Source: an optimization exercise on an open RTL-to-GDS flow (aim: small area). Production flows keep margins and buffers that such runs may drop.
Only simulation tests tie the RTL to the original design; equivalence was not proved.
Power figures rest on the tool's default switching activity, not on a simulated workload.

==> config.mk <==
export PLATFORM = sky130hd
export DESIGN_NAME = pulse_gen
export DESIGN_NICKNAME = pulse_gen
export VERILOG_FILES = /design/flow/design.v
export SDC_FILE = /design/flow/constraint.sdc
export NUM_CORES = 4
export LEC_CHECK = 0
export CAP_MARGIN = 20
export CORE_MARGIN = 2
export CORE_UTILIZATION = 30
export SLEW_MARGIN = 20
==> constraint.sdc <==
create_clock -name core_clock -period 10.0 [get_ports {clk}]
set_input_delay 2.0000 -clock core_clock [delete_from_list [all_inputs] [get_ports {clk}]]
set_output_delay 2.0000 -clock core_clock [all_outputs]
set_load 0.01 [all_outputs]
==> design.v <==
module pulse_gen
(
	input wire clk, rst, 
	input wire instr_fifo_empty,
	input wire [31:0] instr_fifo_data,
	output reg instr_fifo_read,
	input wire pulse_fifo_empty,
	input wire [31:0] pulse_fifo_data,
	output reg pulse_fifo_read,
    (* X_INTERFACE_PARAMETER = "FREQ_HZ 250000000"*) output wire [255:0] m_axis_tdata,
    (* X_INTERFACE_PARAMETER = "FREQ_HZ 250000000"*) output wire m_axis_tvalid,
    (* X_INTERFACE_PARAMETER = "FREQ_HZ 250000000"*) input wire m_axis_tready,
	(* X_INTERFACE_PARAMETER = "FREQ_HZ 250000000"*) output reg [255:0] m0_axis_tdata,
    (* X_INTERFACE_PARAMETER = "FREQ_HZ 250000000"*) output wire m0_axis_tvalid,
    (* X_INTERFACE_PARAMETER = "FREQ_HZ 250000000"*) input wire m0_axis_tready,
	output wire [7:0] state_out,
	output wire busy
);
assign m0_axis_tvalid = 1;
reg is_phase_meas_mode; 
reg [15:0] amplitude;
reg [15:0] coarse_delay;
reg [7:0] fine_delay;
reg rst_clock;
reg [45:0] main_clock; 
reg [23:0] clock_period;
reg [15:0] pulses_to_send; 
reg [7:0] dead_pulses, dead_pulses_reg; 
reg [15:0] pulse_len_reg; 
reg [255:0] m_axis_tdata_int;
reg [15:0] pulse_samples_left; 
assign m_axis_tvalid = 1;
wire [255:0] default_pulse = {amplitude,amplitude,amplitude,amplitude,amplitude,amplitude,amplitude,amplitude,amplitude,amplitude,amplitude,amplitude,amplitude,amplitude,amplitude,amplitude};
wire clock_tick = main_clock == 0;
wire clock_pre_tick = main_clock >= (clock_period - 1); 
wire [7:0] FIFO_COMMAND = instr_fifo_data[31:24];
wire [15:0] FIFO_COARSE = instr_fifo_data[23:8];
wire [7:0] FIFO_FINE = instr_fifo_data[7:0];
reg [7:0] pulse_end_return_vector; 
localparam [7:0] command_reset_clock = 0, 
				 command_send_pulse = 1,
				 command_set_period = 2,
				 command_set_phase_meas_mode = 3,
				 command_reset_phase_meas_mode = 4,
				 command_toggle_phase_meas_mode = 5,
				 command_sync_and_stream = 6,
				 command_clear_queue = 7, 
				 command_set_amplitude = 8,
				 command_set_pulse_len = 9;
reg [7:0] state;
assign state_out = state;
localparam [7:0] state_idle  = 0,
				 state_rst_read = 1,
				 state_read = 2,
				 state_wait_tick = 3, 
				 state_wait_pulse = 4,
				 state_toggle_end = 5,
				 state_ss_1 = 6,
				 state_ss_2 = 7,
				 state_ss_3 = 8,
				 state_ss_4 = 9,
				 state_ss_5 = 10,
				 state_ss_6 = 11,
				 state_ss_wait = 12,
				 state_wait_clear = 13,
				 state_ss_sync_send = 14,
				 state_toggle_send = 15;
assign m_axis_tdata = is_phase_meas_mode ? (clock_tick ? get_default_pulse(pulse_len_reg, amplitude) : 0) : m_axis_tdata_int;
assign busy = (state != state_idle) || is_phase_meas_mode;
function [255:0] get_default_pulse;
input [15:0] pulse_len;  
input [15:0] amp; 
integer i;
begin
	if(pulse_len < 16) begin 
		for(i = 0; i < 16; i = i + 1) begin
			if(i < pulse_len) begin
				get_default_pulse[((15-i)<<4)+:16] = amp;
			end
			else begin
				get_default_pulse[((15-i)<<4)+:16] = 16'h0;
			end
		end
	end
	else begin 
		get_default_pulse = {amp,amp,amp,amp,amp,amp,amp,amp,amp,amp,amp,amp,amp,amp,amp,amp};
	end
end
endfunction
task reset_regs();
begin
    coarse_delay <= 0;
    fine_delay <= 0;
    rst_clock <= 0;
    clock_period <= 10; 
    state <= state_idle;
    instr_fifo_read <= 0;
    m_axis_tdata_int <= 0;
	is_phase_meas_mode <= 0;
	pulses_to_send <= 0;
	dead_pulses <= 0;
	amplitude <= 16'h7FFF;
	pulse_len_reg <= 18; 
	pulse_end_return_vector <= state_idle;
	pulse_samples_left <= 0;
	pulse_fifo_read <= 0;
	m0_axis_tdata <= 0;
	dead_pulses_reg <= 0;
end
endtask
always @ (posedge clk or negedge rst) begin
	if(!rst) begin
        reset_regs();
	end
	else begin
		case(state)
			state_idle: begin
				instr_fifo_read <= 0;
				m_axis_tdata_int <= 0;
				rst_clock <= 0;
				if(!instr_fifo_empty) begin
					instr_fifo_read <= 1;
					state <= state_rst_read;
				end
			end
			state_rst_read: begin
				instr_fifo_read <= 0;
				state <= state_read;
			end
			state_read: begin
				case(FIFO_COMMAND)
					command_reset_clock: begin
						rst_clock <= 1;
						m_axis_tdata_int <= get_default_pulse(pulse_len_reg, amplitude);
						state <= state_idle;
					end
					command_send_pulse: begin
						  coarse_delay <= FIFO_COARSE;
						  fine_delay <= FIFO_FINE;
						  state <= state_wait_tick;
					end
					command_set_period: begin
						clock_period <= instr_fifo_data[23:0];
						state <= state_idle;
					end
					command_set_phase_meas_mode: begin
						is_phase_meas_mode <= 1;
						state <= state_idle;
					end
					command_reset_phase_meas_mode: begin
						is_phase_meas_mode <= 0;
						state <= state_idle;
					end
					command_toggle_phase_meas_mode: begin
						pulses_to_send <= instr_fifo_data[15:0];
						is_phase_meas_mode <= 0;
						state <= state_toggle_end;
					end
					command_sync_and_stream: begin
						pulses_to_send <= instr_fifo_data[15:0];
						dead_pulses <= instr_fifo_data[23:16];
						dead_pulses_reg <= instr_fifo_data[23:16];
						state <= state_ss_1;
					end
					command_clear_queue: begin
						if(pulse_fifo_empty) begin
							state <= state_idle;
						end
						else begin
							state <= state_wait_clear;
							pulse_fifo_read <= 1; 
						end
					end
					command_set_amplitude: begin
						amplitude = instr_fifo_data[15:0];
						state <= state_idle;
					end
					command_set_pulse_len: begin
						pulse_len_reg <= instr_fifo_data[15:0];
						state <= state_idle;
					end
					default begin
						  state <= state_idle;
					end
				endcase
			end
			state_wait_clear: begin
				if(pulse_fifo_empty) begin 
					state <= state_idle; 
					pulse_fifo_read <= 0; 
				end
			end
			state_toggle_end: begin
				m_axis_tdata_int <= 0; 
				if(pulses_to_send == 0) begin
					state <= state_idle; 
				end
				else if(clock_pre_tick) begin 
					pulses_to_send = pulses_to_send - 1; 
					pulse_samples_left <= pulse_len_reg < 16 ? 0 : pulse_len_reg - 16; 
					m_axis_tdata_int <= get_default_pulse(pulse_len_reg, amplitude);
					state <= state_toggle_send;
				end
			end
			state_toggle_send: begin
				if(pulse_samples_left < 16) begin
					m_axis_tdata_int <= get_default_pulse(pulse_samples_left, amplitude);
					state <= state_toggle_end;
				end
				else begin
					pulse_samples_left <= pulse_samples_left - 16;
					m_axis_tdata_int <= default_pulse;
				end
			end
			state_ss_1: begin 
				if(pulses_to_send == 0) begin
					m_axis_tdata_int <= 0; 
					if(!pulse_fifo_empty) begin 
						state <= state_ss_wait;
					end
					else begin
						state <= state_idle; 
					end
				end
				else if(clock_pre_tick) begin 
					pulses_to_send = pulses_to_send - 1; 
					pulse_samples_left <= pulse_len_reg < 16 ? 0 : pulse_len_reg - 16; 
					m_axis_tdata_int <= get_default_pulse(pulse_len_reg, amplitude);
					state <= state_ss_sync_send;
				end
			end
			state_ss_sync_send: begin
				if(pulse_samples_left < 16) begin
					m_axis_tdata_int <= get_default_pulse(pulse_samples_left, amplitude);
					state <= state_ss_1;
				end
				else begin
					pulse_samples_left <= pulse_samples_left - 16;
					m_axis_tdata_int <= default_pulse;
				end
			end
			state_ss_wait: begin 
				m0_axis_tdata <= 0;
				if(dead_pulses == 0) begin
					state <= state_ss_2;
					pulse_fifo_read <= 1;
				end
				else if(clock_tick) begin
					dead_pulses <= dead_pulses - 1;
					if(dead_pulses == (dead_pulses_reg >> 1)) begin
						m0_axis_tdata <= get_default_pulse(pulse_len_reg, amplitude);
					end
				end
			end
			state_ss_2: begin
				m_axis_tdata_int <= 0; 
				pulse_fifo_read <= 0;
				state <= state_ss_3;
			end
			state_ss_3: begin 
				coarse_delay <= pulse_fifo_data[23:8];
				fine_delay <= pulse_fifo_data[7:0] & 8'h0F; 
				state <= state_ss_4;
			end
			state_ss_4: begin 
				if(clock_pre_tick) begin
					if(coarse_delay == 0) begin
						start_encoded_pulse();
					end
					else begin
						state <= state_ss_5;
						coarse_delay <= coarse_delay - 1; 
					end
			     end
			end
			state_ss_5: begin
				if(coarse_delay == 0) begin
			        start_encoded_pulse();
			     end
	             else begin 
	                 coarse_delay <= coarse_delay - 1;
	             end
			end
			state_ss_6: begin
				if(pulse_samples_left < 16) begin
					m_axis_tdata_int <= get_default_pulse(pulse_samples_left, amplitude);
					if(!pulse_fifo_empty) begin
						pulse_fifo_read <= 1;
						state <= state_ss_2;
					end
					else begin
						state <= state_idle;
					end
				end
				else begin 
					pulse_samples_left <= pulse_samples_left - 16;
					m_axis_tdata_int <= default_pulse;
				end
			end
			state_wait_tick: begin
			     if(clock_pre_tick) begin
					if(coarse_delay == 0) begin
						m_axis_tdata_int <= (default_pulse >> (fine_delay << 4));
						state <= state_idle;
					end
					else begin
						state <= state_wait_pulse;
						coarse_delay <= coarse_delay - 1;
					end
			     end
			end 
			state_wait_pulse: begin
			     if(coarse_delay == 0) begin
			         m_axis_tdata_int <= (default_pulse >> (fine_delay << 4));
			         state <= state_idle;
			     end
	             else begin 
	                 coarse_delay <= coarse_delay - 1;
	             end
			end
			default begin
			     reset_regs();
			end
		endcase 
	end
end
always @ (posedge clk or negedge rst) begin
	if(!rst) begin
		main_clock <= 0;
	end
	else begin
		if(rst_clock) begin
			main_clock <= 0;
		end
		else begin
		    if(main_clock >= (clock_period - 1)) begin
			     main_clock <= 0; 
			end
			else begin
			     main_clock <= main_clock + 1;
			end
		end
	end
end
task start_encoded_pulse();
begin
m_axis_tdata_int <= (get_default_pulse(pulse_len_reg, amplitude) >> (fine_delay << 4));
if(pulse_len_reg > 15) begin 
	pulse_samples_left = pulse_len_reg - 16 + fine_delay;
end
else begin
	if(fine_delay + pulse_len_reg > 16) begin
		pulse_samples_left <= fine_delay + pulse_len_reg - 16;
	end
	else begin
		pulse_samples_left <= 0;
	end
end
state <= state_ss_6;
end
endtask
endmodule
==> run.sh <==
#!/bin/bash
# synth_recipe.tcl (not shown) runs the flow's synth.tcl, then flattens the netlist and writes it again
# the make line also repeats each setting of config.mk as NAME=value (left out here)
make -C /OpenROAD-flow-scripts/flow DESIGN_CONFIG=/design/flow/config.mk WORK_HOME=/design/flow/orfs CLKGATE_MAP_FILE= SYNTH_SCRIPT=/design/flow/synth_recipe.tcl finish
==> results.txt <==
## cell usage after synthesis, drive strengths merged (10+ instances only)
master and count:
dfrtp 674, inv 314, o22ai 271, clkbuf 252, nand2 230, a22o 216
o21ai 206, nor2 183, a32o 143, a21oi 127, o2bb2ai 81, buf 78
ha 69, nor3 67, mux2 66, nand3 66, xor2 56, a22oi 54
nand4 49, nor4 46, xnor2 42, o31ai 23, dfstp 19, or3 19
nand2b 16, a211oi 15, a31oi 15, or2 13, a221oi 11, and2 11
o21a 11, or4 11, a21o 10, and3 10, o211ai 10
## critical path, stage by stage (launching register included)
cell and delay (ps):
dfstp_2 400, inv_1 100, ha_1 290, or3b_2 490
nor3_2 410, nand2_1 360, o21ai_1 880, nand2b_1 910
o22ai_1 380, clkdlybuf4s50_1 590
## per-layer routing
layer / wire, um / track usage (%)
met1: 64100 / 33.0
met2: 66600 / 36.2
met3: 12800 / 5.19
met4: 8430 / 12.2
met5: 15 / 0
## final timing paths
| check | from | end | cells past startpoint |
|---|---|---|---|
| setup / recovery | pulse_len_reg[4] | m_axis_tdata[54] | 9 |
| hold / removal | m0_axis_tdata[79] | m0_axis_tdata[79] | 2 |
| setup reg to reg | clock_period[2] | m_axis_tdata_int[104] | 16 |
| hold reg to reg | m0_axis_tdata[79] | m0_axis_tdata[79] | 2 |
| max in group asynchronous | rst | m0_axis_tdata[33] | 4 |
| min in group asynchronous | rst | main_clock[32] | 1 |
## logic make-up after synthesis
group,after synthesis,share of synthesized area (%)
other,2,0.0211
DFF,693,48.8
muxes,71,2.23
buffers and inverters,645,7.10
adders and majority gates,70,2.48
xor gates and xnor gates,98,2.41
AOI/OAI and AO/OA,1285,26.6
and+or+nand+nor,759,10.4
## power by group
part	total [mW]	switching, mW	internal (mW)
sequential	3.12	0.182	2.94
clock	3.13	1.29	1.84
combinational	3.32	2.49	0.821
## layout make-up
class	count	area, um2	area share [%]
Clock buffer	128	2430	5.33
Tap cell	1536	1920	4.22
Clock inverter	23	375	0.825
Timing Repair Buffer	650	6400	14.1
Inverter	315	1180	2.60
Multi-Input combinational cell	2289	15800	34.8
Antenna cell	2	5.00	0.0110
Sequential cell	693	17400	38.2
## layout by cell type (no fill, tap or decap), drive strengths merged, types with 23 or more instances in the layout
cell type / count
a22oi: 54
buf: 77
o31ai: 23
clkbuf: 128
nand3: 66
a21oi: 127
mux2: 66
dfrtp: 674
a22o: 216
inv: 317
ha: 69
nor2: 183
nand4: 49
xor2: 56
o2bb2ai: 81
nand2: 230
clkdlybuf4s50: 573
xnor2: 42
o21ai: 206
a32o: 143
o22ai: 271
nor4: 46
nor3: 67
==> summary.md <==
| Metric | Value |
|---|---|
| Cell area power density | `around 210 nW/um2` |
| Fraction of final layout cells sized beyond drive strength 1 | `between 8 and 9%` |
| H-tree depth | `3` |
| Largest cells by area after synthesis | `dfrtp_1 47%, a22o_1 5.3%, o22ai_1 4.8%` |
| Wire per inst | `27.0 um` |
| Setup WS pre-CTS | `approximately 3200 ps` |
| Pin count of the biggest net entering global routing | `~240` |
| Yosys warnings | `1` |
| Gate Count Post-Synth | `3623` |
| Final period util | `around 75%` |
| Setup ws final | `2500 ps` |
| Worst hold margin | `482 ps` |
| Peak fanout along the critical path | `15` |
| Number of antenna violations at the first check in global routing | `4` |
| DP HPWL | `~100 mm` |
| Fmax | `133 MHz` |
| Post-synthesis area per instance | `9.83 um2` |
| Global placement routability congestion | `roughly 0.96` |
| CP Data Required Time | `about 8000 ps` |
| Asr flop ratio synth | `100%` |
| Die X-Extent | `about 350 um` |
| Number of max-slew violations in the final report | `0` |
| Syn-to-layout area delta | `27.8%` |
| Cell type contributing the most total cell area after synthesis | `dfrtp_1` |
| Final wirelength | `between 150 and 200 mm` |
| # IOs | `roughly 600` |
| Die area | `121000 um2` |
| Max-Cap Viols | `0` |
| Largest regs | `m0_axis_tdata x256, m_axis_tdata_int x256, main_clock x46` |
| Clock tree from TritonCTS | `built` |
| Wire length of the first global-routing pass | `between 200 and 250 mm` |
| Path type of the worst min-delay path | `register to register` |
| Relative max-transition margin | `a little over an eighth` |
| R2R setup slack | `~3100 ps` |
| Site Rows | `between 100 and 150` |
| Number of gates resized after cts | `0` |
| Post-detailed-placement cell area | `42700 um2` |
| # hold bufs at CTS | `0` |
| Worst setup EP type | `primary output` |
| Placed cells | `about 5500` |
| GRT Residual Overflow | `0` |
| Total of fill cells in the finished design | `~12000` |
| Average vias per placed instance | `5.84` |
| Class of the most critical setup path | `register to primary output` |
| Count of clock tree sinks | `just under 700` |
| Count of unresolved DRC violations after routing | `0` |
| Clock-pin slew on the worst setup and hold paths | `around 60 ps` |
| Number of clock buffers inserted by TritonCTS | `slightly above 80` |
| Finished layout cell area | `between 40000 and 50000 um2` |
| Number of global-route vias before repair | `31300` |
| Overall Power | `around 9.6 mW` |
| Aggregate global-route resource usage | `between 20% and 30%` |
| Post-synthesis sequential area ratio | `roughly half` |
| Die boundary height | `349 um` |
| Initial DRC count | `between 3000 and 4000` |
| Minimum clock period | `approximately 7500 ps` |
| Outcome | `timing/DRC/antenna clean` |
| Share of the synthesized area in the top cell type | `between 40% and 50%` |
| RSZ-0062 raised after global routing | `false` |
| Aggregate negative setup slack | `0 ps` |
| Leakage power | `between 15 and 20 nW` |
| Count of nets after finishing | `between 4000 and 5000` |
| Layout Utilization | `between 30% and 40%` |
| Buffers added on ports | `roughly 570` |
| Clock tree root buffer cell | `clkbuf_16` |
| Critical path launch point type | `register` |
| Post-CTS setup buffer count | `0` |
| Arrival time of data at the critical path endpoint | `between 5000 and 6000 ps` |
| Count of vias placed by the detailed router | `32900` |
| Buffer levels on the longest clock path | `3` |
| Number of optimization iterations in the first detailed-route pass | `17` |
| Count of different cell masters after synthesis | `100` |
| Commonest register cell after synthesis | `dfrtp_1` |
| FF+latch count, synth | `between 600 and 700` |
| Std-Cell Core Area | `~120000 um2` |
| Effective utilization at floorplan | `between 30% and 40%` |
| Remaining antenna violation count | `0` |
| Hold Fails Final Rpt | `0` |
| Transition time at the pin with the least slew margin | `~1300 ps` |
| Fin cells | `5636` |
| Worst clock skew | `approximately 39 ps` |
| Clock insertion delay at the later pin of the skew report | `just under 700 ps` |
| Worst vdd ir | `roughly 0.26 mV` |
| Summed instance area of the synthesized netlist | `roughly 36000 um2` |
| Number of setup violations in the final report | `0` |
| EDFF count, synth | `0` |

## port drivers added, routing unchanged
In the flow no input, the clock included, has a driving cell. The finished layout below was timed again as built, in two steps. Step 1 (the two cells are an assumption about what drives the block):
set clk [get_ports {clk}]
set_driving_cell -lib_cell sky130_fd_sc_hd__clkbuf_16 $clk
set_driving_cell -lib_cell sky130_fd_sc_hd__buf_2 [delete_from_list [all_inputs] $clk]
Step 2 moves the port delays by t, midway between the first and last clock arrival at a register: inputs arrive t later, outputs are due t later. That takes back most of the time a late clock gives input paths. Slacks: no drivers / after step 1 / after step 2; pairs: no drivers / after step 1.
t, ns: 0.730
setup WS [ns]: 2.495 / 2.425 / 3.113
worst register clock-pin slew, ns: 0.06 / 0.06
After both steps this run still meets setup and hold. For this run, drivers alone change the setup slack by -0.070 ns; drivers and shift together by +0.618 ns.
